From an optimization exercise on the open Yosys and OpenROAD flow, aimed at small area; shortcuts taken in it are not production practice. No functional check of the RTL was part of any run shown here. Power and IR drop assume default switching activity.

File: flow/constraint.sdc
create_clock -name core_clock -period 5.0 [get_ports {pclk_50M}]
set_input_delay 1.0000 -clock core_clock [delete_from_list [all_inputs] [get_ports {pclk_50M}]]
set_output_delay 1.0000 -clock core_clock [all_outputs]
set_load 0.01 [all_outputs]
File: flow/design.v
module outCPLD (
    input              pclk_50M,
    input        [1:8] outP,
    input       [1:28] out,
    output logic [1:8] eoutP,
    output logic [1:28] eout
);
  localparam logic [22:0] DONE  = 23'h14dd03;
  localparam logic [22:0] DMASK = 23'h3ffff9;
  logic [22:0] cnt1;
  logic [22:0] cnt2;
  logic [22:0] cnt3;
  logic [22:0] cnt4;
  logic [22:0] cnt5;
  logic [22:0] cnt6;
  logic [22:0] cnt7;
  logic [22:0] cnt8;
  always_ff @(posedge pclk_50M) begin
    cnt1 <= outP[1] ? {~cnt1[21:0], ~(cnt1[20] ^ cnt1[22])} : '1;
    cnt2 <= outP[2] ? {~cnt2[21:0], ~(cnt2[20] ^ cnt2[22])} : '1;
    cnt3 <= outP[3] ? {~cnt3[21:0], ~(cnt3[20] ^ cnt3[22])} : '1;
    cnt4 <= outP[4] ? {~cnt4[21:0], ~(cnt4[20] ^ cnt4[22])} : '1;
    cnt5 <= outP[5] ? {~cnt5[21:0], ~(cnt5[20] ^ cnt5[22])} : '1;
    cnt6 <= outP[6] ? {~cnt6[21:0], ~(cnt6[20] ^ cnt6[22])} : '1;
    cnt7 <= outP[7] ? {~cnt7[21:0], ~(cnt7[20] ^ cnt7[22])} : '1;
    cnt8 <= outP[8] ? {~cnt8[21:0], ~(cnt8[20] ^ cnt8[22])} : '1;
    eoutP[1] <= outP[1] & (eoutP[1] | ((cnt1 & DMASK) == (DONE & DMASK)));
    eoutP[2] <= outP[2] & (eoutP[2] | ((cnt2 & DMASK) == (DONE & DMASK)));
    eoutP[3] <= outP[3] & (eoutP[3] | ((cnt3 & DMASK) == (DONE & DMASK)));
    eoutP[4] <= outP[4] & (eoutP[4] | ((cnt4 & DMASK) == (DONE & DMASK)));
    eoutP[5] <= outP[5] & (eoutP[5] | ((cnt5 & DMASK) == (DONE & DMASK)));
    eoutP[6] <= outP[6] & (eoutP[6] | ((cnt6 & DMASK) == (DONE & DMASK)));
    eoutP[7] <= outP[7] & (eoutP[7] | ((cnt7 & DMASK) == (DONE & DMASK)));
    eoutP[8] <= outP[8] & (eoutP[8] | ((cnt8 & DMASK) == (DONE & DMASK)));
  end
  always_ff @(posedge pclk_50M) begin
    eout[1] <= out[1] & ((~outP[1] & outP[2]) | (outP[1] & ~outP[2]));
    eout[2] <= out[2] & ((~outP[1] & outP[3] & ~((outP[2] & out[1]))) | (outP[1] & ~outP[3]));
    eout[3] <= out[3] & ((~outP[2] & outP[3] & ~((outP[1] & out[1]))) | (outP[2] & ~outP[3] & ~((outP[1] & out[2]))));
    eout[4] <= out[4] & ((~outP[1] & outP[4] & ~((outP[2] & out[1]) | (outP[3] & out[2]))) | (outP[1] & ~outP[4]));
    eout[5] <= out[5] & ((~outP[2] & outP[4] & ~((outP[1] & out[1]) | (outP[3] & out[3]))) | (outP[2] & ~outP[4] & ~((outP[1] & out[4]))));
    eout[6] <= out[6] & ((~outP[3] & outP[4] & ~((outP[1] & out[2]) | (outP[2] & out[3]))) | (outP[3] & ~outP[4] & ~((outP[1] & out[4]) | (outP[2] & out[5]))));
    eout[7] <= out[7] & ((~outP[1] & outP[5] & ~((outP[2] & out[1]) | (outP[3] & out[2]) | (outP[4] & out[4]))) | (outP[1] & ~outP[5]));
    eout[8] <= out[8] & ((~outP[2] & outP[5] & ~((outP[1] & out[1]) | (outP[3] & out[3]) | (outP[4] & out[5]))) | (outP[2] & ~outP[5] & ~((outP[1] & out[7]))));
    eout[9] <= out[9] & ((~outP[3] & outP[5] & ~((outP[1] & out[2]) | (outP[2] & out[3]) | (outP[4] & out[6]))) | (outP[3] & ~outP[5] & ~((outP[1] & out[7]) | (outP[2] & out[8]))));
    eout[10] <= out[10] & ((~outP[4] & outP[5] & ~((outP[1] & out[4]) | (outP[2] & out[5]) | (outP[3] & out[6]))) | (outP[4] & ~outP[5] & ~((outP[1] & out[7]) | (outP[2] & out[8]) | (outP[3] & out[9]))));
    eout[11] <= out[11] & ((~outP[1] & outP[6] & ~((outP[2] & out[1]) | (outP[3] & out[2]) | (outP[4] & out[4]) | (outP[5] & out[7]))) | (outP[1] & ~outP[6]));
    eout[12] <= out[12] & ((~outP[2] & outP[6] & ~((outP[1] & out[1]) | (outP[3] & out[3]) | (outP[4] & out[5]) | (outP[5] & out[8]))) | (outP[2] & ~outP[6] & ~((outP[1] & out[11]))));
    eout[13] <= out[13] & ((~outP[3] & outP[6] & ~((outP[1] & out[2]) | (outP[2] & out[3]) | (outP[4] & out[6]) | (outP[5] & out[9]))) | (outP[3] & ~outP[6] & ~((outP[1] & out[11]) | (outP[2] & out[12]))));
    eout[14] <= out[14] & ((~outP[4] & outP[6] & ~((outP[1] & out[4]) | (outP[2] & out[5]) | (outP[3] & out[6]) | (outP[5] & out[10]))) | (outP[4] & ~outP[6] & ~((outP[1] & out[11]) | (outP[2] & out[12]) | (outP[3] & out[13]))));
    eout[15] <= out[15] & ((~outP[5] & outP[6] & ~((outP[1] & out[7]) | (outP[2] & out[8]) | (outP[3] & out[9]) | (outP[4] & out[10]))) | (outP[5] & ~outP[6] & ~((outP[1] & out[11]) | (outP[2] & out[12]) | (outP[3] & out[13]) | (outP[4] & out[14]))));
    eout[16] <= out[16] & ((~outP[1] & outP[7] & ~((outP[2] & out[1]) | (outP[3] & out[2]) | (outP[4] & out[4]) | (outP[5] & out[7]) | (outP[6] & out[11]))) | (outP[1] & ~outP[7]));
    eout[17] <= out[17] & ((~outP[2] & outP[7] & ~((outP[1] & out[1]) | (outP[3] & out[3]) | (outP[4] & out[5]) | (outP[5] & out[8]) | (outP[6] & out[12]))) | (outP[2] & ~outP[7] & ~((outP[1] & out[16]))));
    eout[18] <= out[18] & ((~outP[3] & outP[7] & ~((outP[1] & out[2]) | (outP[2] & out[3]) | (outP[4] & out[6]) | (outP[5] & out[9]) | (outP[6] & out[13]))) | (outP[3] & ~outP[7] & ~((outP[1] & out[16]) | (outP[2] & out[17]))));
    eout[19] <= out[19] & ((~outP[4] & outP[7] & ~((outP[1] & out[4]) | (outP[2] & out[5]) | (outP[3] & out[6]) | (outP[5] & out[10]) | (outP[6] & out[14]))) | (outP[4] & ~outP[7] & ~((outP[1] & out[16]) | (outP[2] & out[17]) | (outP[3] & out[18]))));
    eout[20] <= out[20] & ((~outP[5] & outP[7] & ~((outP[1] & out[7]) | (outP[2] & out[8]) | (outP[3] & out[9]) | (outP[4] & out[10]) | (outP[6] & out[15]))) | (outP[5] & ~outP[7] & ~((outP[1] & out[16]) | (outP[2] & out[17]) | (outP[3] & out[18]) | (outP[4] & out[19]))));
    eout[21] <= out[21] & ((~outP[6] & outP[7] & ~((outP[1] & out[11]) | (outP[2] & out[12]) | (outP[3] & out[13]) | (outP[4] & out[14]) | (outP[5] & out[15]))) | (outP[6] & ~outP[7] & ~((outP[1] & out[16]) | (outP[2] & out[17]) | (outP[3] & out[18]) | (outP[4] & out[19]) | (outP[5] & out[20]))));
    eout[22] <= out[22] & ((~outP[1] & outP[8] & ~((outP[2] & out[1]) | (outP[3] & out[2]) | (outP[4] & out[4]) | (outP[5] & out[7]) | (outP[6] & out[11]) | (outP[7] & out[16]))) | (outP[1] & ~outP[8]));
    eout[23] <= out[23] & ((~outP[2] & outP[8] & ~((outP[1] & out[1]) | (outP[3] & out[3]) | (outP[4] & out[5]) | (outP[5] & out[8]) | (outP[6] & out[12]) | (outP[7] & out[17]))) | (outP[2] & ~outP[8] & ~((outP[1] & out[22]))));
    eout[24] <= out[24] & ((~outP[3] & outP[8] & ~((outP[1] & out[2]) | (outP[2] & out[3]) | (outP[4] & out[6]) | (outP[5] & out[9]) | (outP[6] & out[13]) | (outP[7] & out[18]))) | (outP[3] & ~outP[8] & ~((outP[1] & out[22]) | (outP[2] & out[23]))));
    eout[25] <= out[25] & ((~outP[4] & outP[8] & ~((outP[1] & out[4]) | (outP[2] & out[5]) | (outP[3] & out[6]) | (outP[5] & out[10]) | (outP[6] & out[14]) | (outP[7] & out[19]))) | (outP[4] & ~outP[8] & ~((outP[1] & out[22]) | (outP[2] & out[23]) | (outP[3] & out[24]))));
    eout[26] <= out[26] & ((~outP[5] & outP[8] & ~((outP[1] & out[7]) | (outP[2] & out[8]) | (outP[3] & out[9]) | (outP[4] & out[10]) | (outP[6] & out[15]) | (outP[7] & out[20]))) | (outP[5] & ~outP[8] & ~((outP[1] & out[22]) | (outP[2] & out[23]) | (outP[3] & out[24]) | (outP[4] & out[25]))));
    eout[27] <= out[27] & ((~outP[6] & outP[8] & ~((outP[1] & out[11]) | (outP[2] & out[12]) | (outP[3] & out[13]) | (outP[4] & out[14]) | (outP[5] & out[15]) | (outP[7] & out[21]))) | (outP[6] & ~outP[8] & ~((outP[1] & out[22]) | (outP[2] & out[23]) | (outP[3] & out[24]) | (outP[4] & out[25]) | (outP[5] & out[26]))));
    eout[28] <= out[28] & ((~outP[7] & outP[8] & ~((outP[1] & out[16]) | (outP[2] & out[17]) | (outP[3] & out[18]) | (outP[4] & out[19]) | (outP[5] & out[20]) | (outP[6] & out[21]))) | (outP[7] & ~outP[8] & ~((outP[1] & out[22]) | (outP[2] & out[23]) | (outP[3] & out[24]) | (outP[4] & out[25]) | (outP[5] & out[26]) | (outP[6] & out[27]))));
  end
endmodule
File: flow/config.mk
export PLATFORM = sky130hd
export DESIGN_NAME = outCPLD
export DESIGN_NICKNAME = outCPLD
export VERILOG_FILES = /design/flow/design.v
export SDC_FILE = /design/flow/constraint.sdc
export NUM_CORES = 4
export LEC_CHECK = 0
export ABC_AREA = 1
export CAP_MARGIN = 20
export CORE_MARGIN = 2
export CORE_UTILIZATION = 70
export SLEW_MARGIN = 20
File: flow/run.sh
#!/bin/bash
# synth_recipe.tcl (not shown) runs the flow's synth.tcl, then flattens the netlist and writes it again
# the make line also repeats each setting of config.mk as NAME=value (left out here)
make -C /OpenROAD-flow-scripts/flow DESIGN_CONFIG=/design/flow/config.mk WORK_HOME=/design/flow/orfs CLKGATE_MAP_FILE= SYNTH_SCRIPT=/design/flow/synth_recipe.tcl finish
==> impl_results.md, run 1 <==
- GP Congestion: 0.852
- Filler Cell Count: 526
- Post-synth EDFFs: 0
- Clk root buf: clkbuf_8
- First-pass GRT wire length: 26.6 mm
- Slew @ Worst Pin: slightly above 1 ns
- Layout net count: 909
- Final min period: 2.61 ns
- Rows: 36
- Met3 usage: 5.14%
- DP Wirelength: 10.3 mm
- Post-synthesis sequential area ratio: between 60% and 70%
- DIE AREA: 0.0109 mm2
- Final count of pins violating max slew: 0
- Synthesis-to-layout area growth: 20.6%
- Total wire length: around 16 mm
- Worst Path Max Fanout: 22
- Startpoint types: input pin
- Pwr/cell area: 448 mW/mm2
- Crit-path cells: clkdlybuf4s50_1 -> buf_4 -> nand2_1 -> nand2_1 -> inv_2 -> and3_1 -> nand3_1 -> nand2_1
- Gr usage total: between 30 and 40%
- Pin count of the biggest net entering global routing: 41
- Asr flop ratio synth: 0%
- CTS H-tree depth: 1
- Worst slack at placement: 1.90 ns
- Status: timing/DRC/antenna clean
- PortBufs: around 70
- CP required: 5.43 ns
- Syn Area/Cell: 8.78 um2
- Synth unique cells: 30
- Ant. Diodes: 0
- Max cap viols: 0
- Crit Path Class: in -> reg
- Worst Hold Depth: 1
- Synth area leader: dfxtp_1
- Post-Syn Area: 0.00703 mm2
- Hold Vio Cnt, Final: 0
- Setup crit end kind: flip-flop
- Final period util: approximately 52%
- M2 GR Usage: a little over half
- Via count: ~5.5k
- Die W: between 100 and 150 um
- Share of layout cells above drive strength 1: 8.47%
- Wire per inst: 16.1 um
- Peak supply drop: 0.468 mV
- 1st-iter DRT viols: 304
- Global-route layer with the greatest usage: met2
- YS warnings: 1
- Reg clk slew, reported paths: 0.07 ns
- Vias in the first global route: approximately 5.5k
- Grt ovf: 0
- Hold bufs inserted after CTS: 0
- RSZ-0062 raised after global routing: false
- Largest cells by area after synthesis: dfxtp_1 (63%), nand2_1 (15%), nor2_1 (4.0%)
- Total core area: a little under 0.01 mm2
- Drc violations: 0
- Setup tns final: 0 ns
- Max Root-Sink Buffers: 3
- Ports: 73
- Leakage: 3.92 nW
- Setup ws final: 2.39 ns
- Setup Skew: 0.0161 ns
- CTS resizes: 0
- Final-report setup violation count: 0
- Slowest-stage cell, CP: clkdlybuf4s50_1
- Slew HR: 32.4%
- Biggest cell delay along the critical path: 1.14 ns
- Top-area cell type share of the netlist area: between 60% and 70%
- Worst min path class: reg -> reg
- CP arrival: 3.04 ns
- Grt met1 use: a little under two fifths
- CTS tree: done
- Die Y: between 100 and 150 um
- CTS sink cnt: 220
- Antenna-violating nets left: 0
- Gate Count Post-Synth: 800
- Commonest cells in the netlist: nand2_1 (283), dfxtp_1 (220), nor2_1 (74)
- Count leader, synth: nand2_1
- Mapped Nets: ~840
- FF+latch count, synth: 220
- Initial antenna violation count: 0
- Cts bufs inserted: 20
- CP dominant cell by count: nand2_1
- Max Clock Freq: roughly 380 MHz
- Via density: between 5 and 6
- Starting Density: 71.9%
- Post CTS Setup Buffer Count: 0
- Clk Latency, worst-skew pair: 0.55 ns
- FF-to-FF path depth: 6
- Total iterations of the first detailed-routing run: 7
- Dominant synthesized flop cell: dfxtp_1
## cell families (layout without fill, tap and decap cells)
group	Yosys count	in the layout	synth area share [%]
compound gates	55	55	4.52
flops	220	220	62.7
simple gates	438	438	26.9
buf+inv	87	173	5.84
## layout make-up
class / instances / area [um2] / share of cell area (%)
tap: 133 / 166 / 1.96
sequential: 220 / 4400 / 52.0
clock buffer: 25 / 547 / 6.45
multi-input combinational: 493 / 2210 / 26.1
clock inverter: 11 / 149 / 1.76
timing repair buffer: 80 / 781 / 9.21
inverter: 57 / 216 / 2.55
## final timing paths
path | from | end | slack, ns
worst max-delay path | outP[1] | eout[23] | 2.39
worst min-delay path | cnt3[2] | cnt3[3] | 0.36
worst max register to register | cnt1[0] | eoutP[1] | 3.93
worst min register to register | cnt3[2] | cnt3[3] | 0.36
## layer usage
metal / vias up / wire length (um)
met5: - / 0
met4: 0 / 605
met3: 59 / 978
met2: 196 / 8290
met1: 2554 / 6560
li1: 2647 / -
## through the flow
| stage | instances | utilization (%) | hold slack, ns | total power [W] | cell area (um2) |
|---|---|---|---|---|---|
| after floorplan | 800 | - | 0.343 | 0.00212 | 7030 |
| after global placement | 983 | 79.6 | 0.345 | 0.00221 | 7780 |
| after detailed placement | 983 | 79.6 | 0.352 | 0.00223 | 7780 |
| after CTS | 1019 | 86.7 | 0.366 | 0.00380 | 8470 |
| after global routing | 1019 | 86.7 | 0.377 | 0.00391 | 8470 |
| final | 1019 | 86.7 | 0.365 | 0.00379 | 8470 |
## flip-flops by register name, summed over array words and instances (netlist names)
signal  cells
cnt6       23
cnt5       23
cnt7       23
eoutP       8
eout       28
cnt8       23
cnt3       23
cnt2       23
cnt4       23
cnt1       23
## report_power, final
| group | switching [W] | internal [W] | total, W |
|---|---|---|---|
| clock network | 0.000658 | 0.000929 | 0.00159 |
| logic | 0.000153 | 0.000110 | 0.000263 |
| registers | 0.0000695 | 0.00187 | 0.00194 |
## placed cells by master (no fill, tap or decap), drive strengths merged
cell | synthesis | layout
nand2 | 291 | 291
dfxtp | 220 | 220
nor2 | 79 | 79
clkdlybuf4s50 | 0 | 72
inv | 57 | 59
nand3 | 34 | 34
a21oi | 33 | 33
clkbuf | 0 | 25
nand4 | 22 | 22
o21ai | 13 | 13
buf | 30 | 8
and2 | 6 | 6
and3 | 4 | 4
a21boi | 3 | 3
bufinv | 0 | 3
clkinvlp | 0 | 3
clkinv | 0 | 3
nor3 | 2 | 2
a22oi | 2 | 2
o22ai | 2 | 2
o21a | 2 | 2
## worst max-delay path: cells and delay by family
family                 cells  cell delay, ns
buffers and inverters      3            1.52
and+or+nand+nor            5            0.52
==> inputs of run 2 (changes only) <==
--- a/flow/config.mk
+++ b/flow/config.mk
@@ -6,7 +6,6 @@
 export NUM_CORES = 4
 export LEC_CHECK = 0
-export ABC_AREA = 1
 export CAP_MARGIN = 20
 export CORE_MARGIN = 2
-export CORE_UTILIZATION = 70
+export CORE_UTILIZATION = 40
 export SLEW_MARGIN = 20
==> impl_results.md, run 2 <==
- Share of layout cells above drive strength 1: 5.75% (-2.7 points)
- Drc violations: 0 (unchanged)
- Post CTS Setup Buffer Count: 0 (unchanged)
- Crit Path Class: in -> reg
- Initial antenna violation count: 0 (unchanged)
- WP buf/inv: 1 (-2)
- Cts bufs inserted: 22 (+10%)
- Commonest non-fill, non-tap cell in the layout: nand2_1
- Grt ovf: 0 (unchanged)
- Biggest cell delay along the critical path: 0.77 ns (-0.37 ns)
- Most frequent cells in the layout: nand2_1 (239), dfxtp_1 (220), clkdlybuf4s50_1 (72)
- First-pass GRT wire length: 22.3 mm (-16%)
- Pwr/cell area: 461 mW/mm2 (+3.0%)
- Final-report setup violation count: 0 (unchanged)
- Top-area cell type share of the netlist area: 67.7% (+5.0 points)
- Synth area leader: dfxtp_1
- Synth unique cells: 37 (+23%)
- Count leader, synth: nand2_1
- Clk Latency, worst-skew pair: 0.49 ns (-0.06 ns)
- Final count of pins violating max slew: 0 (unchanged)
- Clk root buf: clkbuf_16
- Final min period: 2.42 ns (-0.188 ns)
- Gr usage total: 15.6% (-15 points)
- Final period util: 48.4% (-3.8 points)
- Slowest-stage cell, CP: a222oi_1
- Vias in the first global route: 4,467 (-19%)
- Startpoint types: input pin
- Via density: 4.85 (-9.5%)
- Max Clock Freq: 413 MHz (+7.8%)
- Crit path max-delay family: compound AO/OA/AOI/OAI gates
- Hold Vio Cnt, Final: 0 (unchanged)
- Filler Cell Count: 1,439 (+170%)
- Setup Skew: 0.0140 ns (-0.00205 ns)
- Hold Crit Start: cnt6[2]
- CTS resizes: 0 (unchanged)
- DIE AREA: 0.0173 mm2 (+59%)
- Status: timing/DRC/antenna clean
- Setup ws final: 2.58 ns (+0.188 ns)
- Asr flop ratio synth: 0% (unchanged)
- GP Congestion: 0.800 (-6.1%)
- Post-synthesis sequential area ratio: 67.7% (+5.0 points)
- Largest register FFs: 28 (unchanged)
- Pin count of the biggest net entering global routing: 41 (unchanged)
- YS warnings: 1 (unchanged)
- Total core area: 0.0159 mm2 (+63%)
- Starting Density: 40.9% (-31 points)
- Commonest cells in the netlist: nand2_1 (239), dfxtp_1 (220), nand3_1 (23), nand4_1 (23)
- CTS sink cnt: 220 (unchanged)
- CP arrival: 2.84 ns (-0.20 ns)
- Via count: 4,591 (-16%)
- Tot Pwr: 0.00374 W (-1.4%)
- Worst min path class: reg -> reg
- Total iterations of the first detailed-routing run: 5 (-2)
- Worst slack at placement: 2.11 ns (+0.203 ns)
- Largest cells by area after synthesis: dfxtp_1 (68%), nand2_1 (14%), nand4_1 (2.2%)
- Die W: 132 um (+26%)
- Max Root-Sink Buffers: 3 (unchanged)
- Crit-path cells: clkdlybuf4s50_1 -> a222oi_1 -> nand3_1 -> o21ai_0
- Dominant synthesized flop cell: dfxtp_1
- Fin cells: 947 (-7.1%)
- Gate Count Post-Synth: 646 (-19%)
- Post-synth EDFFs: 0 (unchanged)
- Post-Syn Area: 0.00650 mm2 (-7.4%)
- RSZ-0062 raised after global routing: false
- Leakage: 3.38 nW (-14%)
- Syn Area/Cell: 10.1 um2 (+15%)
- Peak supply drop: 0.238 mV (-49%)
- Max cap viols: 0 (unchanged)
- Ant. Diodes: 0 (unchanged)
- Die Y: 132 um (+26%)
- Slew HR: 55.7% (+23 points)
- Placed cell area: 0.00740 mm2 (-4.9%)
- Rows: 46 (+28%)
- Total wire length: 13.3 mm (-19%)
- Antenna-violating nets left: 0 (unchanged)
- Ports: 73 (unchanged)
- Setup tns final: 0 ns (unchanged)
- Slew @ Worst Pin: 0.665 ns (-0.347 ns)
- Wire per inst: 14.1 um (-13%)
- Mapped Nets: 683 (-18%)
- PortBufs: 72 (unchanged)
- Placed Cells: 909 (-7.5%)
- Biggest register: eout
- Worst r2r src: cnt3[16]
- CTS H-tree depth: 1 (unchanged)
- DP Wirelength: 9.36 mm (-9.0%)
- Sequential cell area: 0.00440 mm2 (unchanged)
- Fin area: 0.00811 mm2 (-4.3%)
- Hold bufs inserted after CTS: 0 (unchanged)
- Reg clk slew, reported paths: 0.06 ns (about the same)
- CTS tree: done
- CP required: 5.42 ns (about the same)
- Synthesis-to-layout area growth: 24.7%
- FF+latch count, synth: 220 (unchanged)
- 1st-iter DRT viols: 315 (+3.6%)
- CP startpoint: outP[1]
- Setup crit end kind: flip-flop
- Area taken by multi-input logic gates: 0.00192 mm2 (-13%)
- Worst Path Max Fanout: 17 (-23%)
- Layout net count: 754 (-17%)
[run 2: worst paths after layout]
path | to | slack (ns) | depth (start not counted)
setup / recovery | eout[18] | 2.58 | 4
hold / removal | cnt6[3] | 0.36 | 1
setup reg to reg | eoutP[3] | 3.70 | 3
hold reg to reg | cnt6[3] | 0.36 | 1
[run 2: where the power goes]
group | total, W | switching [W] | internal (W)
combinational | 0.000214 | 0.000116 | 0.0000977
clock | 0.00159 | 0.000624 | 0.000966
sequential | 0.00194 | 0.0000599 | 0.00188
[run 2: cell type report]
type / instances / area share [%]
flip-flops and latches: 220 / 54.3
multi-input cells: 386 / 23.6
repair buffers: 80 / 9.63
clock buffers: 35 / 8.27
well taps: 216 / 3.33
clock inverters: 3 / 0.494
inverters: 7 / 0.324
[run 2: logic make-up (layout without fill, tap and decap cells)]
kind of cell | Yosys count | after routing | share of synthesized area (%)
XOR/XNOR | 10 | 10 | 1.35
multiplexers | 2 | 2 | 0.327
AO/OA/AOI/OAI | 47 | 47 | 5.54
AND/OR/NAND/NOR | 327 | 327 | 22.2
flip-flops | 220 | 220 | 67.7
buffers and inverters | 40 | 125 | 2.83
[run 2: per-stage QoR]
| step | utilization (%) | hold slack, ns |
|---|---|---|
| floorplan | - | 0.343 |
| global placement | 46.6 | 0.346 |
| detailed placement | 46.6 | 0.348 |
| CTS | 51.0 | 0.359 |
| global route | 51.0 | 0.369 |
| finish | 51.0 | 0.357 |
[run 2: metal layers]
layer / global-route usage, % / part of all wire, % / wire [um] / up-vias
li1: - / - / - / 2318
met1: 21.4 / 48 / 6390 / 2110
met2: 24.8 / 44 / 5810 / 140
met3: 3.47 / 6.4 / 854 / 23
met4: 4.47 / 2.1 / 282 / 0
met5: 0 / 0 / 0 / -
==> inputs of run 3 (changes only) <==
--- a/flow/config.mk
+++ b/flow/config.mk
@@ -8,4 +8,7 @@
 export CAP_MARGIN = 20
 export CORE_MARGIN = 2
-export CORE_UTILIZATION = 40
+export CORE_UTILIZATION = 60
+export CTS_BUF_LIST = sky130_fd_sc_hd__clkbuf_4
+export CTS_CLUSTER_DIAMETER = 40
+export CTS_CLUSTER_SIZE = 12
 export SLEW_MARGIN = 20
==> impl_results.md, run 3 <==
- Status: timing/DRC/antenna clean
- Slew @ Worst Pin: 0.958 ns (+0.294 ns)
- Worst Path Max Fanout: 1 (-16)
- Ports: 73 (unchanged)
- Core Util, Final: 71.0% (+20 points)
- Pin count of the biggest net entering global routing: 41 (unchanged)
- Gate Count Post-Synth: 646 (unchanged)
- Max Clock Freq: 396 MHz (-4.0%)
- Dominant synthesized flop cell: dfxtp_1
- Cts bufs inserted: 25 (+14%)
- Via density: 5.31 (+9.5%)
- Final period util: 50.4% (+2.0 points)
- Worst min path class: reg -> reg
- Die W: 108 um (-18%)
- Startpoint types: flip-flop
- Slew HR: 35.9% (-20 points)
- Biggest cell delay along the critical path: 0.55 ns (-0.22 ns)
- Biggest register: eout
- Ant. Diodes: 0 (unchanged)
- Filler Cell Count: 860 (-40%)
- Reg clk slew, reported paths: 0.12 ns (+0.06 ns)
- Mapped Nets: 683 (unchanged)
- Wire per inst: 14.8 um (+5.1%)
- Most frequent cells in the layout: nand2_1 (239), dfxtp_1 (220), clkdlybuf4s50_1 (71)
- Die Y: 108 um (-18%)
- Placed cell area: 0.00729 mm2 (-1.4%)
- Final count of pins violating max slew: 0 (unchanged)
- Gr usage total: 22.4% (+6.8 points)
- Sequential cell area: 0.00440 mm2 (unchanged)
- Grt ovf: 0 (unchanged)
- Post-synthesis sequential area ratio: 67.7% (unchanged)
- Initial antenna violation count: 0 (unchanged)
- FF+latch count, synth: 220 (unchanged)
- Commonest non-fill, non-tap cell in the layout: nand2_1
- Clk root buf: clkbuf_4
- DIE AREA: 0.0117 mm2 (-32%)
- Post CTS Setup Buffer Count: 0 (unchanged)
- Peak supply drop: 0.390 mV (+64%)
- CTS H-tree depth: 1 (unchanged)
- GP Congestion: 0.880 (+10%)
- Starting Density: 60.8% (+20 points)
- Layout net count: 756 (+0.27%)
- Crit Path Class: reg -> out
- Antenna-violating nets left: 0 (unchanged)
- 1st-iter DRT viols: 301 (-4.4%)
- Count leader, synth: nand2_1
- Total wire length: 12.9 mm (-3.2%)
- Top-area cell type share of the netlist area: 67.7% (unchanged)
- Post-synth EDFFs: 0 (unchanged)
- Via count: 4,633 (+0.91%)
- Setup tns final: 0 ns (unchanged)
- Crit path max-delay family: buffers and inverters
- Synth unique cells: 37 (unchanged)
- Clk Latency, worst-skew pair: 0.59 ns (+0.10 ns)
- Final min period: 2.52 ns (+0.102 ns)
- Fin area: 0.00760 mm2 (-6.3%)
- YS warnings: 1 (unchanged)
- Final-report setup violation count: 0 (unchanged)
- Worst slack at placement: 1.88 ns (-0.222 ns)
- Commonest cells in the netlist: nand2_1 (239), dfxtp_1 (220), nand3_1 (23), nand4_1 (23)
- Rows: 38 (-17%)
- Pwr/cell area: 400 mW/mm2 (-13%)
- Max Root-Sink Buffers: 3 (unchanged)
- Setup ws final: 2.48 ns (-0.102 ns)
- CTS sink cnt: 220 (unchanged)
- Slowest-stage cell, CP: clkdlybuf4s50_1
- Largest register FFs: 28 (unchanged)
- Syn Area/Cell: 10.1 um2 (unchanged)
- Hold bufs inserted after CTS: 0 (unchanged)
- Fin cells: 873 (-7.8%)
- First-pass GRT wire length: 21.0 mm (-5.9%)
- Largest cells by area after synthesis: dfxtp_1 (68%), nand2_1 (14%), nand4_1 (2.2%)
- CP required: 4.00 ns (-1.42 ns)
- Vias in the first global route: 4,451 (-0.36%)
- Crit-path cells: clkdlybuf4s50_1
- Share of layout cells above drive strength 1: 6.41% (+0.67 points)
- Hold Vio Cnt, Final: 0 (unchanged)
- CTS tree: done
- CTS resizes: 0 (unchanged)
- PortBufs: 72 (unchanged)
- DP Wirelength: 9.20 mm (-1.7%)
- Total core area: 0.0107 mm2 (-33%)
- Setup Skew: 0.0154 ns (+0.00133 ns)
- Area taken by multi-input logic gates: 0.00192 mm2 (unchanged)
- CP arrival: 1.52 ns (-1.32 ns)
- Post-Syn Area: 0.00650 mm2 (unchanged)
- Synthesis-to-layout area growth: 16.8%
- Max cap viols: 0 (unchanged)
- Synth area leader: dfxtp_1
- WP buf/inv: 1 (unchanged)
- Setup crit end kind: output pin
- Placed Cells: 832 (-8.5%)
- Total iterations of the first detailed-routing run: 5 (unchanged)
- Leakage: 3.20 nW (-5.3%)
- Drc violations: 0 (unchanged)
- Asr flop ratio synth: 0% (unchanged)
- RSZ-0062 raised after global routing: false
-- run 3: final cells by class --
| cell class | instances | share of cell area (%) |
|---|---|---|
| clock buffer | 29 | 2.87 |
| clock inverter | 12 | 1.17 |
| inverter | 7 | 0.346 |
| multi-input combinational | 386 | 25.2 |
| sequential | 220 | 58.0 |
| tap | 140 | 2.31 |
| timing repair buffer | 79 | 10.1 |
-- run 3: cells by family (layout without fill, tap and decap cells) --
kind of cell	after synthesis	in the layout	synth area share, %
simple gates	327	327	22.2
mux	2	2	0.327
buf+inv	40	127	2.83
compound gates	47	47	5.54
xor+xnor	10	10	1.35
flops	220	220	67.7
-- run 3: worst paths after layout --
kind,from,endpoint,slack (ns),cells after the start
worst max-delay path,eout[17],eout[17],2.48,1
worst min-delay path,cnt1[19],cnt1[20],0.37,1
worst max register to register,cnt6[20],eoutP[6],3.63,2
worst min register to register,cnt1[19],cnt1[20],0.37,1
-- run 3: where the power goes --
group | total (W) | switching, W | internal [W]
combinational | 0.000214 | 0.000117 | 0.0000971
sequential | 0.00193 | 0.0000595 | 0.00187
clock | 0.000893 | 0.000555 | 0.000337
total | 0.00304 | 0.000732 | 0.00231
-- run 3: routing by layer --
layer  vias to the layer above  track usage, %  wire (um)
met5                         -               0          0
met4                         0            7.14        266
met3                        19            4.28        778
met2                       128            37.4       6110
met1                      2164            29.7       5770
li1                       2322               -          -
-- run 3: metrics by stage --
step                power [W]  hold slack [ns]
CTS                   0.00306            0.379
detailed placement    0.00219            0.351
global placement      0.00218            0.344
finish                0.00304            0.374
floorplan             0.00208            0.343
global route          0.00318            0.388
==> inputs of run 4 (changes only) <==
--- a/flow/config.mk
+++ b/flow/config.mk
@@ -9,6 +9,6 @@
 export CORE_MARGIN = 2
 export CORE_UTILIZATION = 60
-export CTS_BUF_LIST = sky130_fd_sc_hd__clkbuf_4
-export CTS_CLUSTER_DIAMETER = 40
-export CTS_CLUSTER_SIZE = 12
+export CTS_BUF_LIST = sky130_fd_sc_hd__clkbuf_2 sky130_fd_sc_hd__clkbuf_4 sky130_fd_sc_hd__clkbuf_8
+export CTS_CLUSTER_DIAMETER = 60
+export CTS_CLUSTER_SIZE = 20
 export SLEW_MARGIN = 20
==> impl_results.md, run 4 <==
- Status: timing/DRC/antenna clean
- Ports: 73 (unchanged)
- Startpoint types: input pin
- CTS sink cnt: 220 (unchanged)
- Crit Path Class: in -> reg
- Asr flop ratio synth: 0% (unchanged)
- Share of layout cells above drive strength 1: 4.35% (-2.1 points)
- GP Congestion: 0.880 (unchanged)
- Hold bufs inserted after CTS: 0 (unchanged)
- Worst slack at placement: 1.88 ns (unchanged)
- Via density: 5.37 (+1.1%)
- Biggest register: eout
- Final min period: 2.60 ns (+0.0772 ns)
- Max Clock Freq: 385 MHz (-3.0%)
- CTS tree: done
- Largest cells by area after synthesis: dfxtp_1 (68%), nand2_1 (14%), nand4_1 (2.2%)
- Setup crit end kind: flip-flop
- Dominant synthesized flop cell: dfxtp_1
- Cts bufs inserted: 15 (-40%)
- Top-area cell type share of the netlist area: 67.7% (unchanged)
- Grt ovf: 0 (unchanged)
- Die Y: 108 um (unchanged)
- Count leader, synth: nand2_1
- Starting Density: 60.8% (unchanged)
- Worst r2r src: cnt6[20]
- Pin count of the biggest net entering global routing: 41 (unchanged)
- Max cap viols: 0 (unchanged)
- Pwr/cell area: 394 mW/mm2 (-1.5%)
- Post-synth EDFFs: 0 (unchanged)
- CTS H-tree depth: 1 (unchanged)
- Hold Crit Start: cnt6[2]
- Final count of pins violating max slew: 0 (unchanged)
- Worst Path Max Fanout: 26 (+25)
- R2r endpoint: eoutP[6]
- Gate Count Post-Synth: 646 (unchanged)
- Total wire length: 12.8 mm (-0.91%)
- DP Wirelength: 9.20 mm (unchanged)
- Hold Vio Cnt, Final: 0 (unchanged)
- Total iterations of the first detailed-routing run: 5 (unchanged)
- Leakage: 3.15 nW (-1.4%)
- Wire per inst: 15.0 um (+1.5%)
- Vias in the first global route: 4,384 (-1.5%)
- Drc violations: 0 (unchanged)
- Setup Skew: 0.0256 ns (+0.0103 ns)
- Mapped Nets: 683 (unchanged)
- Commonest cells in the netlist: nand2_1 (239), dfxtp_1 (220), nand3_1 (23), nand4_1 (23)
- Post CTS Setup Buffer Count: 0 (unchanged)
- PortBufs: 72 (unchanged)
- Slew @ Worst Pin: 0.955 ns (-0.00332 ns)
- Slew HR: 36.1% (+0.22 points)
- Worst min path class: reg -> reg
- Antenna-violating nets left: 0 (unchanged)
- Ant. Diodes: 0 (unchanged)
- CTS resizes: 0 (unchanged)
- Synthesis-to-layout area growth: 16.1%
- Post-Syn Area: 0.00650 mm2 (unchanged)
- Clk root buf: clkbuf_8
- RSZ-0062 raised after global routing: false
- FF+latch count, synth: 220 (unchanged)
- Total core area: 0.0107 mm2 (unchanged)
- YS warnings: 1 (unchanged)
- Commonest non-fill, non-tap cell in the layout: nand2_1
- First-pass GRT wire length: 20.9 mm (-0.59%)
- Initial antenna violation count: 0 (unchanged)
- 1st-iter DRT viols: 288 (-4.3%)
- Clk Latency, worst-skew pair: 0.48 ns (-0.11 ns)
- Reg clk slew, reported paths: 0.11 ns (about the same)
- Gr usage total: 22.3% (-0.15 points)
- Synth area leader: dfxtp_1
- Via count: 4,572 (-1.3%)
- Worst Hold Depth: 1 (unchanged)
- Reg2reg setup slack: 3.66 ns (+0.03 ns)
- Syn Area/Cell: 10.1 um2 (unchanged)
- FF-to-FF path depth: 2 (unchanged)
- CP startpoint: outP[2]
- CP required: 5.41 ns (+1.41 ns)
- DIE AREA: 0.0117 mm2 (unchanged)
- Max Root-Sink Buffers: 3 (unchanged)
- Hold Path Sink: cnt6[3]
- Largest register FFs: 28 (unchanged)
- Post-synthesis sequential area ratio: 67.7% (unchanged)
- Setup tns final: 0 ns (unchanged)
- Layout net count: 746 (-1.3%)
- Setup ws final: 2.40 ns (-0.0772 ns)
- Final period util: 52.0% (+1.5 points)
- Synth unique cells: 37 (unchanged)
- Die W: 108 um (unchanged)
- Peak supply drop: 0.313 mV (-20%)
- Final-report setup violation count: 0 (unchanged)
- Most frequent cells in the layout: nand2_1 (239), dfxtp_1 (220), clkdlybuf4s50_1 (71)
- CP arrival: 3.01 ns (+1.49 ns)
- Rows: 38 (unchanged)
-- run 4: cell counts after synthesis --
No cell type changed its count.
-- run 4: metal layers --
metal,wire length (um),vias up,global-route usage (%)
met2,6140,122,37.4
met5,0,-,0
li1,-,2286,-
met3,773,23,3.86
met4,214,0,5.59
met1,5680,2141,30.1
-- run 4: kinds of logic (layout without fill, tap and decap cells) --
family,after synthesis,in the layout,share of synthesized area (%)
compound gates,47,47,5.54
xor+xnor,10,10,1.35
buf+inv,40,106,2.83
flops,220,220,67.7
mux,2,2,0.327
simple gates,327,327,22.2
-- run 4: per-stage QoR --
stage	instance area [um2]	total power, W	hold WS [ns]	instances	utilization (%)
6_report	7550	0.00297	0.356	852	70.6
5_1_grt	7550	0.00311	0.374	852	70.6
4_1_cts	7550	0.00300	0.358	852	70.6
3_5_place_dp	7290	0.00219	0.351	832	68.2
3_3_place_gp	7290	0.00218	0.344	832	68.2
2_1_floorplan	6500	0.00208	0.343	646	-
-- run 4: how the worst max path moves through the flow --
| stage | end | slack, ns |
|---|---|---|
| floorplan | eout[19] | 3.08 |
| global placement | eout[3] | 2.01 |
| detailed placement | eout[21] | 1.88 |
| CTS | eout[21] | 2.38 |
| global route | eout[21] | 2.13 |
| finish | eout[21] | 2.40 |
-- run 4: final cells by class --
class / instances / area (um2)
Fill cell: 884 / 3150
Clock buffer: 18 / 235
Clock inverter: 2 / 23.8
Inverter: 7 / 26.3
Multi-Input combinational cell: 386 / 1920
Tap cell: 140 / 175
Sequential cell: 220 / 4400
Timing Repair Buffer: 79 / 768
-- run 4: critical path, cell delays in order --
cell and delay (ns):
clkdlybuf4s50_1 0.90, a221oi_1 0.66, nand4_1 0.22, o22ai_1 0.23
-- run 4: power by group --
part / leakage (nW) / total [W] / internal [W] / switching, W
Combinational: 1.18 / 0.000214 / 0.0000971 / 0.000117
Sequential: 1.84 / 0.00193 / 0.00187 / 0.0000596
Clock: 0.131 / 0.000828 / 0.000316 / 0.000512
==> inputs of run 5 (changes only) <==
==> flow/flow/run.sh (new file) <==
#!/bin/bash
# Own layout flow: the standard ORFS flow, with the port buffers that
# global placement inserts made sky130_fd_sc_hd__buf_1 (the smallest buffer)
# instead of the cell buffer_ports picks by default.
set -euo pipefail
export BUFFER_PORTS_ARGS="-buffer_cell sky130_fd_sc_hd__buf_1"
bash standard.sh finish > standard_finish.log 2>&1
==> flow/standard.sh (new file) <==
#!/bin/bash
# synth_recipe.tcl (not shown) runs the flow's synth.tcl, then flattens the netlist and writes it again
# the make line also repeats each setting of config.mk as NAME=value (left out here)
make -C /OpenROAD-flow-scripts/flow DESIGN_CONFIG=/design/flow/config.mk WORK_HOME=/design/flow/orfs CLKGATE_MAP_FILE= SYNTH_SCRIPT=/design/flow/synth_recipe.tcl "${@:-finish}"
removed: flow/run.sh
==> impl_results.md, run 5 <==
- Max Root-Sink Buffers: 3 (unchanged)
- FF-to-FF path depth: 3 (+1)
- Hold Path Sink: cnt2[3]
- Synthesis-to-layout area growth: 9.14%
- DP Wirelength: 8.79 mm (-4.4%)
- M2 GR Usage: 35.8% (-1.6 points)
- Startpoint types: input pin
- Slew HR: 40.1% (+4.0 points)
- Biggest cell delay along the critical path: 0.78 ns (-0.12 ns)
- Commonest non-fill, non-tap cell in the layout: nand2_1
- RSZ-0062 raised after global routing: false
- Crit-path cells: clkbuf_2 -> a222oi_1 -> nand4_1 -> a21boi_1
- Area taken by multi-input logic gates: 0.00192 mm2 (unchanged)
- Gr usage total: 21.8% (-0.47 points)
- Asr flop ratio synth: 0% (unchanged)
- Peak supply drop: 0.304 mV (-2.8%)
- CTS H-tree depth: 1 (unchanged)
- Top-area cell type share of the netlist area: 67.7% (unchanged)
- PortBufs: 72 (unchanged)
- Syn Area/Cell: 10.1 um2 (unchanged)
- Cts bufs inserted: 15 (unchanged)
- CTS sink cnt: 220 (unchanged)
- Post CTS Setup Buffer Count: 0 (unchanged)
- Clk Latency, worst-skew pair: 0.48 ns (about the same)
- Hold bufs inserted after CTS: 0 (unchanged)
- Drc violations: 0 (unchanged)
- YS warnings: 1 (unchanged)
- Synth area leader: dfxtp_1
- Max Clock Freq: 456 MHz (+19%)
- Max cap viols: 0 (unchanged)
- Final min period: 2.19 ns (-0.407 ns)
- Final period util: 43.8% (-8.1 points)
- FF+latch count, synth: 220 (unchanged)
- Largest cells by area after synthesis: dfxtp_1 (68%), nand2_1 (14%), nand4_1 (2.2%)
- Leakage: 2.98 nW (-5.6%)
- Tot Pwr: 0.00295 W (-0.83%)
- Pwr/cell area: 416 mW/mm2 (+5.5%)
- Rows: 38 (unchanged)
- CTS tree: done
- First-pass GRT wire length: 20.5 mm (-1.8%)
- Die Y: 108 um (unchanged)
- Clk root buf: clkbuf_8
- Hold Crit Start: cnt2[2]
- Final-report setup violation count: 0 (unchanged)
- Layout net count: 745 (-0.13%)
- Ports: 73 (unchanged)
- Via count: 4,498 (-1.6%)
- Vias in the first global route: 4,379 (-0.11%)
- Total wire length: 12.5 mm (-2.7%)
- Most frequent cells in the layout: nand2_1 (239), dfxtp_1 (220), buf_1 (70)
- Setup crit end kind: flip-flop
- Wire per inst: 14.7 um (-2.5%)
- Crit Path Class: in -> reg
- Worst Path Max Fanout: 46 (+77%)
- Worst min path class: reg -> reg
- Biggest register: eout
- Post-Syn Area: 0.00650 mm2 (unchanged)
- Share of layout cells above drive strength 1: 4.23% (-0.13 points)
- Hold Vio Cnt, Final: 0 (unchanged)
- Met3 usage: 5.00% (+1.1 points)
- Pin count of the biggest net entering global routing: 47 (+15%)
- Grt met1 use: 29.4% (-0.71 points)
- Setup Skew: 0.0161 ns (-0.00956 ns)
- Setup tns final: 0 ns (unchanged)
- Total core area: 0.0107 mm2 (unchanged)
- Global-route layer with the greatest usage: met2
- GP Congestion: 0.822 (-6.6%)
- R2r endpoint: eoutP[4]
- Die W: 108 um (unchanged)
- Antenna-violating nets left: 0 (unchanged)
- Grt ovf: 0 (unchanged)
- Commonest cells in the netlist: nand2_1 (239), dfxtp_1 (220), nand3_1 (23), nand4_1 (23)
- Worst Hold Depth: 1 (unchanged)
- Starting Density: 60.8% (unchanged)
- Final count of pins violating max slew: 0 (unchanged)
- 1st-iter DRT viols: 303 (+5.2%)
- Filler Cell Count: 911 (+3.1%)
- DIE AREA: 0.0117 mm2 (unchanged)
- Status: timing/DRC/antenna clean
- Gate Count Post-Synth: 646 (unchanged)
- Largest register FFs: 28 (unchanged)
- Count leader, synth: nand2_1
- CP arrival: 2.60 ns (-0.41 ns)
- Sequential cell area: 0.00440 mm2 (unchanged)
- Mapped Nets: 683 (unchanged)
- Post-synth EDFFs: 0 (unchanged)
- Ant. Diodes: 0 (unchanged)
- Worst r2r src: cnt4[16]
- Slowest-stage cell, CP: a222oi_1
- Slew @ Worst Pin: 0.898 ns (-0.0573 ns)
- CP required: 5.41 ns (about the same)
- Synth unique cells: 37 (unchanged)
- Reg clk slew, reported paths: 0.11 ns (about the same)
- Dominant synthesized flop cell: dfxtp_1
- CTS resizes: 0 (unchanged)
- Via density: 5.29 (-1.4%)
- Post-synthesis sequential area ratio: 67.7% (unchanged)
- Total iterations of the first detailed-routing run: 4 (-1)
- Reg2reg setup slack: 3.64 ns (-0.02 ns)
- Initial antenna violation count: 0 (unchanged)
==> run 5: where the power goes <==
group	internal [W]	total [W]	switching [W]
Combinational	0.0000642	0.000180	0.000116
Clock	0.000336	0.000838	0.000503
Sequential	0.00187	0.00193	0.0000581
==> run 5: cell type report <==
class                           instances  area share, %
Clock inverter                          4          0.740
Timing Repair Buffer                   78           4.48
Inverter                                7          0.370
Tap cell                              140           2.47
Sequential cell                       220           62.0
Multi-Input combinational cell        386           27.0
Clock buffer                           15           2.91
==> run 5: per-stage QoR <==
step           cells  utilization [%]  area [um2]  worst slack [ns]  hold WS [ns]
6_report         850             66.4        7100              2.81         0.370
5_1_grt          850             66.4        7100              2.51         0.382
3_5_place_dp     831             63.9        6840              2.34         0.349
4_1_cts          850             66.4        7100              2.84         0.374
3_3_place_gp     831             63.9        6840              2.40         0.345
2_1_floorplan    646                -        6500              3.08         0.343
==> run 5: logic make-up (layout without fill, tap and decap cells) <==
logic type	count (synthesis)	in the layout	synth area share [%]
AOI/OAI and AO/OA	47	47	5.54
xor gates and xnor gates	10	10	1.35
buffers and inverters	40	104	2.83
DFF	220	220	67.7
muxes	2	2	0.327
and+or+nand+nor	327	327	22.2
==> run 5: worst max path at each step <==
stage                     slack [ns]  cells after the start     from        to
final                           2.81                      4  outP[1]  eout[13]
after global routing            2.51                      4  outP[1]  eout[13]
after CTS                       2.84                      4  outP[1]  eout[13]
after detailed placement        2.34                      4  outP[1]  eout[13]
after global placement          2.40                      4  outP[1]  eout[18]
after floorplan                 3.08                      4  outP[1]  eout[19]
==> run 5: worst max-delay path, delay by kind of cell <==
kind / cells / cell delay [ns]
simple gates: 1 / 0.16
buf+inv: 1 / 0.50
compound gates: 2 / 0.93
==> run 5: routing by layer <==
metal  share of wire, %  wire length [um]  vias to the layer above
met4                1.4               172                        0
met2                 47              5790                       95
met1                 45              5630                     2105
met5                  0                 0                        -
li1                   -                 -                     2286
met3                6.9               858                       12
==> inputs of run 6 (changes only) <==
--- a/flow/config.mk
+++ b/flow/config.mk
@@ -9,6 +9,6 @@
 export CORE_MARGIN = 2
 export CORE_UTILIZATION = 60
-export CTS_BUF_LIST = sky130_fd_sc_hd__clkbuf_2 sky130_fd_sc_hd__clkbuf_4 sky130_fd_sc_hd__clkbuf_8
+export CTS_BUF_LIST = sky130_fd_sc_hd__clkbuf_16
 export CTS_CLUSTER_DIAMETER = 60
-export CTS_CLUSTER_SIZE = 20
+export CTS_CLUSTER_SIZE = 40
 export SLEW_MARGIN = 20
==> impl_results.md, run 6 <==
- Fin cells: 855 (+0.59%)
- Dominant synthesized flop cell: dfxtp_1
- Largest register FFs: 28 (unchanged)
- Largest cells by area after synthesis: dfxtp_1 (68%), nand2_1 (14%), nand4_1 (2.2%)
- Die Y: 108 um (unchanged)
- CP arrival: 2.61 ns (about the same)
- Most frequent cells in the layout: nand2_1 (239), dfxtp_1 (220), buf_1 (70)
- Worst Path Max Fanout: 46 (unchanged)
- Sequential cell area: 0.00440 mm2 (unchanged)
- 1st-iter DRT viols: 331 (+9.2%)
- DIE AREA: 0.0117 mm2 (unchanged)
- Clk Latency, worst-skew pair: 0.46 ns (-0.02 ns)
- Total wire length: 12.6 mm (+1.0%)
- Peak supply drop: 0.365 mV (+20%)
- Commonest non-fill, non-tap cell in the layout: nand2_1
- Max cap viols: 0 (unchanged)
- GP Congestion: 0.822 (unchanged)
- Max Clock Freq: 449 MHz (-1.5%)
- Synthesis-to-layout area growth: 12.5%
- Total core area: 0.0107 mm2 (unchanged)
- CP required: 5.39 ns (-0.02 ns)
- Status: timing/DRC/antenna clean
- Grt ovf: 0 (unchanged)
- CTS H-tree depth: 1 (unchanged)
- Worst min path class: reg -> reg
- Layout net count: 744 (-0.13%)
- Worst slack at placement: 2.34 ns (unchanged)
- CTS resizes: 0 (unchanged)
- CTS sink cnt: 220 (unchanged)
- Post-synth EDFFs: 0 (unchanged)
- Leakage: 3.07 nW (+3.0%)
- Setup crit end kind: flip-flop
- FF+latch count, synth: 220 (unchanged)
- Initial antenna violation count: 0 (unchanged)
- Mapped Nets: 683 (unchanged)
- Wire per inst: 14.7 um (+0.41%)
- Share of layout cells above drive strength 1: 4.76% (+0.53 points)
- Syn Area/Cell: 10.1 um2 (unchanged)
- Final min period: 2.23 ns (+0.0339 ns)
- Setup Skew: 0.0156 ns (-0.000455 ns)
- RSZ-0062 raised after global routing: false
- YS warnings: 1 (unchanged)
- Rows: 38 (unchanged)
- Setup ws final: 2.77 ns (-0.0339 ns)
- Cts bufs inserted: 14 (-1)
- Asr flop ratio synth: 0% (unchanged)
- CTS tree: done
- Post-Syn Area: 0.00650 mm2 (unchanged)
- Biggest register: eout
- Clk root buf: clkbuf_16
- Startpoint types: input pin
- Filler Cell Count: 887 (-2.6%)
- Total iterations of the first detailed-routing run: 6 (+2)
- Via count: 4,559 (+1.4%)
- Hold Vio Cnt, Final: 0 (unchanged)
- Count leader, synth: nand2_1
- Final period util: 44.5% (+0.68 points)
- Placed Cells: 831 (unchanged)
- Starting Density: 60.8% (unchanged)
- Ports: 73 (unchanged)
- Slew HR: 40.0% (-0.14 points)
- Antenna-violating nets left: 0 (unchanged)
- Synth area leader: dfxtp_1
- Synth unique cells: 37 (unchanged)
- Gate Count Post-Synth: 646 (unchanged)
- Gr usage total: 22.1% (+0.24 points)
- Crit Path Class: in -> reg
- Commonest cells in the netlist: nand2_1 (239), dfxtp_1 (220), nand3_1 (23), nand4_1 (23)
- Die W: 108 um (unchanged)
- DP Wirelength: 8.79 mm (unchanged)
- Drc violations: 0 (unchanged)
- Reg clk slew, reported paths: 0.08 ns (-0.03 ns)
- Via density: 5.33 (+0.76%)
- Final-report setup violation count: 0 (unchanged)
- Hold bufs inserted after CTS: 0 (unchanged)
- Post-synthesis sequential area ratio: 67.7% (unchanged)
- PortBufs: 72 (unchanged)
- Vias in the first global route: 4,370 (-0.21%)
- Tot Pwr: 0.00330 W (+12%)
- Post CTS Setup Buffer Count: 0 (unchanged)
- Slew @ Worst Pin: 0.900 ns (+0.00212 ns)
- Final count of pins violating max slew: 0 (unchanged)
- First-pass GRT wire length: 20.7 mm (+1.0%)
- Max Root-Sink Buffers: 3 (unchanged)
- Top-area cell type share of the netlist area: 67.7% (unchanged)
- Ant. Diodes: 0 (unchanged)
- Setup tns final: 0 ns (unchanged)
- Pin count of the biggest net entering global routing: 47 (unchanged)
- Pwr/cell area: 451 mW/mm2 (+8.5%)
- Area taken by multi-input logic gates: 0.00192 mm2 (unchanged)
run 6: changes by cell type in the layout (fill, tap and decap cells not counted), sizes merged:
cell and change:
bufinv -1, inv +2, clkinvlp +2, clkinv +2
run 6: final cells by class:
type	instances	share of cell area, %
multi-input cells	386	26.2
flip-flops and latches	220	60.2
clock inverters	9	1.42
well taps	140	2.39
inverters	7	0.359
clock buffers	15	5.13
repair buffers	78	4.34
run 6: cells by family (layout without fill, tap and decap cells):
group / count (synthesis) / after routing / share of synthesized area, %
simple gates: 327 / 327 / 22.2
mux: 2 / 2 / 0.327
xor+xnor: 10 / 10 / 1.35
compound gates: 47 / 47 / 5.54
flops: 220 / 220 / 67.7
buf+inv: 40 / 109 / 2.83
run 6: per-layer routing:
metal | track usage [%] | vias to the layer above | part of all wire (%)
met1 | 30.1 | 2142 | 46
met5 | 0 | - | 0
met3 | 4.88 | 12 | 6.6
met4 | 5.31 | 0 | 1.4
li1 | - | 2296 | -
met2 | 36.0 | 109 | 46
run 6: worst max-delay path, stage by stage:
cell      delay, ns
clkbuf_2       0.50
a222oi_1       0.79
nand4_1        0.16
a21boi_1       0.15
run 6: final timing paths:
path         startpoint  endpoint  slack (ns)  cells after the start
min reg2reg     cnt5[2]   cnt5[3]        0.37                      1
max reg2reg    cnt4[16]  eoutP[4]        3.63                      3
min             cnt5[2]   cnt5[3]        0.37                      1
max             outP[1]  eout[13]        2.77                      4
run 6: power breakdown:
part	leakage (nW)	internal, W	switching [W]	total (W)
Combinational	1.00	0.0000642	0.000117	0.000181
Clock	0.225	0.000581	0.000608	0.00119
Sequential	1.84	0.00187	0.0000587	0.00193
run 6: stage by stage:
stage / util (%) / hold WS (ns) / area, um2
floorplan: - / 0.343 / 6500
global placement: 63.9 / 0.345 / 6840
detailed placement: 63.9 / 0.349 / 6840
CTS: 68.4 / 0.367 / 7320
global route: 68.4 / 0.378 / 7320
finish: 68.4 / 0.369 / 7320
==> inputs of run 7 (changes only) <==
--- a/flow/config.mk
+++ b/flow/config.mk
@@ -9,6 +9,6 @@
 export CORE_MARGIN = 2
 export CORE_UTILIZATION = 60
-export CTS_BUF_LIST = sky130_fd_sc_hd__clkbuf_16
-export CTS_CLUSTER_DIAMETER = 60
-export CTS_CLUSTER_SIZE = 40
+export CTS_BUF_LIST = sky130_fd_sc_hd__clkbuf_8
+export CTS_CLUSTER_DIAMETER = 40
+export CTS_CLUSTER_SIZE = 22
 export SLEW_MARGIN = 20
==> impl_results.md, run 7 <==
- Net switching fraction of the power: 26.8% (+3.0 points)
- 1st-iter DRT viols: 322 (-2.7%)
- RSZ-0062 raised after global routing: false
- Peak supply drop: 0.340 mV (-6.8%)
- Post-synthesis mux area share: 0.327% (unchanged)
- Count leader, synth: nand2_1
- Gate Count Post-Synth: 646 (unchanged)
- DIE AREA: 0.0117 mm2 (unchanged)
- Top-area cell type share of the netlist area: 67.7% (unchanged)
- Leakage: 3.13 nW (+2.0%)
- Post CTS Setup Buffer Count: 0 (unchanged)
- CTS resizes: 0 (unchanged)
- Ports: 73 (unchanged)
- Final period util: 43.6% (-0.93 points)
- CP required: 5.46 ns (+0.07 ns)
- Synth area leader: dfxtp_1
- Final-report setup violation count: 0 (unchanged)
- FF-to-FF path depth: 3 (unchanged)
- Final count of pins violating max slew: 0 (unchanged)
- Clk root buf: clkbuf_8
- Die Y: 108 um (unchanged)
- Post-Syn Area: 0.00650 mm2 (unchanged)
- Rows: 38 (unchanged)
- Setup crit end kind: flip-flop
- Comb pwr share: 5.3% (-0.2 points)
- Crit Path Class: in -> reg
- Pint: 0.00251 W (-0.17%)
- Post-synthesis sequential area ratio: 67.7% (unchanged)
- XOR/XNOR Fraction of Synth Area: 1.35% (unchanged)
- CP arrival: 2.64 ns (+0.03 ns)
- Setup Skew: 0.0192 ns (+0.00360 ns)
- Wire per inst: 14.6 um (-0.52%)
- Fin area: 0.00742 mm2 (+1.4%)
- Synth unique cells: 37 (unchanged)
- Commonest cells in the netlist: nand2_1 (239), dfxtp_1 (220), nand3_1 (23), nand4_1 (23)
- Antenna-violating nets left: 0 (unchanged)
- Synthesis-to-layout area growth: 14.1%
- Total iterations of the first detailed-routing run: 7 (+1)
- Vias in the first global route: 4,506 (+3.1%)
- Status: timing/DRC/antenna clean
- Switching power of the nets: 0.000919 W (+17%)
- Worst min path class: reg -> reg
- Largest cells by area after synthesis: dfxtp_1 (68%), nand2_1 (14%), nand4_1 (2.2%)
- Layout net count: 754 (+1.3%)
- Ant. Diodes: 0 (unchanged)
- Clk network pwr share: 38.5% (+2.5 points)
- Pwr/cell area: 462 mW/mm2 (+2.5%)
- Simple-gate portion of the synthesized area: 22.2% (unchanged)
- Mapped Nets: 683 (unchanged)
- Most frequent cells in the layout: nand2_1 (239), dfxtp_1 (220), buf_1 (70)
- Hold bufs inserted after CTS: 0 (unchanged)
- Hold Vio Cnt, Final: 0 (unchanged)
- Core Util, Final: 69.4% (+0.97 points)
- Post-synthesis compound-gate area fraction: 5.54% (unchanged)
- Commonest non-fill, non-tap cell in the layout: nand2_1
- Slew @ Worst Pin: 0.904 ns (+0.00409 ns)
- Worst Path Max Fanout: 46 (unchanged)
- Filler Cell Count: 865 (-2.5%)
- Biggest register: eout
- Slew HR: 39.7% (-0.27 points)
- CTS sink cnt: 220 (unchanged)
- Asr flop ratio synth: 0% (unchanged)
- Pin count of the biggest net entering global routing: 47 (unchanged)
- Post-synthesis adder-cell area fraction: 0% (unchanged)
- Final min period: 2.18 ns (-0.0464 ns)
- Drc violations: 0 (unchanged)
- Grt ovf: 0 (unchanged)
- Reg clk slew, reported paths: 0.10 ns (+0.02 ns)
- CTS H-tree depth: 1 (unchanged)
- Part of the power in registers: 56.2% (-2.3 points)
- Worst Hold Depth: 1 (unchanged)
- Initial antenna violation count: 0 (unchanged)
- Clk Latency, worst-skew pair: 0.54 ns (+0.08 ns)
- Post-synth EDFFs: 0 (unchanged)
- Largest family of logic cells by synthesized area: simple AND/OR/NAND/NOR gates
- Starting Density: 60.8% (unchanged)
- YS warnings: 1 (unchanged)
- Max Root-Sink Buffers: 3 (unchanged)
- Max Clock Freq: 459 MHz (+2.1%)
- Dominant synthesized flop cell: dfxtp_1
- Via count: 4,644 (+1.9%)
- Setup tns final: 0 ns (unchanged)
- Share of layout cells above drive strength 1: 7.48% (+2.7 points)
- Total wire length: 12.8 mm (+1.8%)
- FF+latch count, synth: 220 (unchanged)
- Max cap viols: 0 (unchanged)
- First-pass GRT wire length: 21.1 mm (+1.9%)
- DP Wirelength: 8.79 mm (unchanged)
- CTS tree: done
- GP Congestion: 0.822 (unchanged)
- Largest register FFs: 28 (unchanged)
- Via density: 5.31 (-0.46%)
- PortBufs: 72 (unchanged)
- Cts bufs inserted: 24 (+10)
- Placed cell area: 0.00684 mm2 (unchanged)
- Syn Area/Cell: 10.1 um2 (unchanged)
- Total core area: 0.0107 mm2 (unchanged)
- Gr usage total: 22.5% (+0.40 points)
- Startpoint types: input pin
- Die W: 108 um (unchanged)
run 7: logic make-up after synthesis:
group           Yosys count
compound gates           47
xor+xnor                 10
buf+inv                  40
flops                   220
mux                       2
simple gates            327
run 7: final timing paths:
check	slack, ns	from	end
worst min register to register	0.36	cnt2[2]	cnt2[3]
worst max register to register	3.64	cnt4[16]	eoutP[4]
worst max-delay path	2.82	outP[1]	eout[13]
worst min-delay path	0.36	cnt2[2]	cnt2[3]
run 7: worst max-delay path, stage by stage:
cell and delay, ns:
clkbuf_2 0.49, a222oi_1 0.78, nand4_1 0.18, a21boi_1 0.16
run 7: metrics by stage:
stage	setup WS [ns]	instances	total power (W)	hold slack [ns]
floorplan	3.08	646	0.00208	0.343
global placement	2.40	831	0.00214	0.345
detailed placement	2.34	831	0.00215	0.349
CTS	2.84	875	0.00346	0.370
global route	2.56	875	0.00357	0.382
finish	2.82	875	0.00343	0.362
run 7: layer usage:
layer	vias to the layer above	part of all wire (%)	wire length [um]	global-route usage, %
met4	0	2.2	278	6.59
met5	-	0	0	0
met3	21	7.8	993	5.91
met2	139	46	5830	36.3
li1	2328	-	-	-
met1	2156	45	5700	29.9
run 7: area by class of cell:
class	instances	area, um2	share of cell area, %
timing repair buffer	78	318	4.28
tap	140	175	2.36
sequential	220	4400	59.3
multi-input combinational	386	1920	25.8
clock buffer	27	372	5.01
inverter	7	26.3	0.354
clock inverter	17	211	2.85
run 7: power by group through the flow:
stage	clock network (W)	logic, W	registers (W)
floorplan	0	0.000120	0.00196
detailed placement	0	0.000181	0.00197
finish	0.00132	0.000182	0.00193
global route	0.00142	0.000208	0.00195
CTS	0.00135	0.000183	0.00193
global placement	0	0.000174	0.00197
==> inputs of run 8 (changes only) <==
==> flow/run.sh (new file) <==
#!/bin/bash
# synth_recipe.tcl (not shown) runs the flow's synth.tcl, then flattens the netlist and writes it again
# the make line also repeats each setting of config.mk as NAME=value (left out here)
make -C /OpenROAD-flow-scripts/flow DESIGN_CONFIG=/design/flow/config.mk WORK_HOME=/design/flow/orfs CLKGATE_MAP_FILE= SYNTH_SCRIPT=/design/flow/synth_recipe.tcl finish
--- a/flow/config.mk
+++ b/flow/config.mk
@@ -8,7 +8,8 @@
 export CAP_MARGIN = 20
 export CORE_MARGIN = 2
-export CORE_UTILIZATION = 60
-export CTS_BUF_LIST = sky130_fd_sc_hd__clkbuf_8
+export CORE_UTILIZATION = 75
+export CTS_BUF_LIST = sky130_fd_sc_hd__clkbuf_4 sky130_fd_sc_hd__clkbuf_8
 export CTS_CLUSTER_DIAMETER = 40
-export CTS_CLUSTER_SIZE = 22
+export CTS_CLUSTER_SIZE = 16
+export PLACE_DENSITY = 0.8
 export SLEW_MARGIN = 20
removed: flow/flow/run.sh
removed: flow/standard.sh
==> impl_results.md, run 8 <==
- Status: timing/DRC/antenna clean
- Fin cells: 825 (-5.7%)
- Post-synthesis sequential area ratio: 67.7% (unchanged)
- Max Clock Freq: 361 MHz (-21%)
- Syn Area/Cell: 10.1 um2 (unchanged)
- GP Congestion: 0.935 (+14%)
- CP arrival: 3.15 ns (+0.51 ns)
- Commonest cells in the netlist: nand2_1 (239), dfxtp_1 (220), nand3_1 (23), nand4_1 (23)
- Cts bufs inserted: 19 (-21%)
- FF+latch count, synth: 220 (unchanged)
- Placed cell area: 0.00724 mm2 (+5.8%)
- Ports: 73 (unchanged)
- Leakage: 3.21 nW (+2.6%)
- Max layer used: met4
- Worst Path Max Fanout: 19 (-59%)
- First-pass GRT wire length: 25.5 mm (+21%)
- Starting Density: 78.4% (+18 points)
- Setup tns final: 0 ns (unchanged)
- Final count of pins violating max slew: 0 (unchanged)
- Largest cells by area after synthesis: dfxtp_1 (68%), nand2_1 (14%), nand4_1 (2.2%)
- Grt ovf: 0 (unchanged)
- Max Root-Sink Buffers: 3 (unchanged)
- Dominant synthesized flop cell: dfxtp_1
- DIE AREA: 0.00943 mm2 (-19%)
- Fin area: 0.00762 mm2 (+2.6%)
- Met2 wire length: 7.86 mm (+35%)
- Antenna-violating nets left: 0 (unchanged)
- Synth area leader: dfxtp_1
- Post-Syn Area: 0.00650 mm2 (unchanged)
- Max cap viols: 0 (unchanged)
- CTS tree: done
- CTS sink cnt: 220 (unchanged)
- Slew @ Worst Pin: 0.806 ns (-0.0976 ns)
- Commonest non-fill, non-tap cell in the layout: nand2_1
- Pwr/cell area: 426 mW/mm2 (-8.0%)
- Worst Hold Slack: 0.368 ns (+0.00576 ns)
- Peak supply drop: 0.343 mV (+0.94%)
- Vias in the first global route: 4,999 (+11%)
- Startpoint types: input pin
- YS warnings: 1 (unchanged)
- Total core area: 0.00830 mm2 (-22%)
- Filler Cell Count: 309 (-64%)
- Ant. Diodes: 0 (unchanged)
- Gate Count Post-Synth: 646 (unchanged)
- Clk root buf: clkbuf_8
- Slew HR: 46.1% (+6.3 points)
- Clk Latency, worst-skew pair: 0.51 ns (-0.03 ns)
- Layout net count: 748 (-0.80%)
- Via count: 4,967 (+7.0%)
- Total iterations of the first detailed-routing run: 6 (-1)
- Gr usage total: 33.6% (+11 points)
- 1st-iter DRT viols: 487 (+51%)
- Wire per inst: 19.5 um (+33%)
- DP Wirelength: 9.70 mm (+10%)
- Mapped Nets: 683 (unchanged)
- Tot Pwr: 0.00324 W (-5.5%)
- Met3 routed WL: 1.39 mm (+40%)
- Die Y: 97.1 um (-10%)
- Final-report setup violation count: 0 (unchanged)
- Initial antenna violation count: 0 (unchanged)
- Synth unique cells: 37 (unchanged)
- WL met1: 6.21 mm (+8.8%)
- Die W: 97.1 um (-10%)
- Pin count of the biggest net entering global routing: 47 (unchanged)
- Setup Skew: 0.0191 ns (-0.000110 ns)
- Drc violations: 0 (unchanged)
- Worst min path class: reg -> reg
- Post CTS Setup Buffer Count: 0 (unchanged)
- Total wire length: 16.1 mm (+26%)
- Synthesis-to-layout area growth: 17.1%
- Setup crit end kind: flip-flop
- Crit Path Class: in -> reg
- Hold Vio Cnt, Final: 0 (unchanged)
- PortBufs: 72 (unchanged)
- Via density: 6.02 (+13%)
- Post-synth EDFFs: 0 (unchanged)
- Count leader, synth: nand2_1
- Hold bufs inserted after CTS: 0 (unchanged)
- RSZ-0062 raised after global routing: false
- Largest register FFs: 28 (unchanged)
- CTS resizes: 0 (unchanged)
- CP required: 5.38 ns (-0.08 ns)
- CTS H-tree depth: 1 (unchanged)
- Top-area cell type share of the netlist area: 67.7% (unchanged)
- Placed Cells: 795 (-4.3%)
- Most frequent cells in the layout: nand2_1 (239), dfxtp_1 (220), clkdlybuf4s50_1 (69)
- Reg clk slew, reported paths: 0.10 ns (about the same)
- Final period util: 55.5% (+12 points)
- Final min period: 2.77 ns (+0.593 ns)
- Asr flop ratio synth: 0% (unchanged)
- Share of layout cells above drive strength 1: 5.69% (-1.8 points)
- Biggest register: eout
- Rows: 33 (-13%)
[run 8: cell count changes in the layout (fill, tap and decap cells not counted), moves of 2 or more]
cell and delta:
buf_1 -70, clkdlybuf4s50_1 +69, clkbuf_8 -6, clkinv_8 -5
inv_12 -4, buf_2 +3, bufinv_16 +2, clkbuf_2 -2
inv_8 -2
[run 8: worst paths after layout]
check | start | slack [ns] | cells past startpoint | to
worst min register to register | cnt4[2] | 0.37 | 1 | cnt4[3]
worst min-delay path | cnt4[2] | 0.37 | 1 | cnt4[3]
worst max register to register | cnt4[16] | 3.54 | 3 | eoutP[4]
worst max-delay path | outP[2] | 2.23 | 4 | eout[19]
[run 8: report_power, final]
part / internal (W) / total, W / switching, W
logic: 0.0000952 / 0.000228 / 0.000132
registers: 0.00187 / 0.00194 / 0.0000715
clock network: 0.000505 / 0.00107 / 0.000566
total: 0.00247 / 0.00324 / 0.000769
[run 8: layout make-up]
class,instances,area (um2),share of cell area [%]
Clock buffer,22,297,3.89
Clock inverter,8,101,1.33
Inverter,7,26.3,0.345
Multi-Input combinational cell,386,1920,25.1
Sequential cell,220,4400,57.8
Tap cell,105,131,1.72
Timing Repair Buffer,77,743,9.76
[run 8: cells by family after synthesis]
logic type      synth area share [%]
flops                           67.7
compound gates                  5.54
simple gates                    22.2
xor+xnor                        1.35
mux                            0.327
buf+inv                         2.83
[run 8: metal layers]
layer,vias up,track usage (%)
li1,2290,-
met1,2325,41.4
met2,290,57.5
met3,62,7.34
met4,0,13.9
met5,-,0
[run 8: per-stage QoR]
step | utilization [%] | worst slack [ns]
final | 91.8 | 2.23
after global routing | 91.8 | 2.19
after floorplan | - | 3.08
after CTS | 92.0 | 2.15
after detailed placement | 87.2 | 1.86
after global placement | 87.2 | 1.89
[run 8: worst max-delay path: stages]
cell and delay [ns]:
clkdlybuf4s50_1 0.83, a222oi_1 0.62, nand2_1 0.24, o32ai_1 0.45

Re-timed with assumed drivers on the ports (clkbuf_16 on the clock, buf_2 on other inputs), run 8 has 2.224 ns of setup slack against 2.227 ns with ideal ports, and 1.692 ns once port delays also move by the mid clock arrival of 0.532 ns.
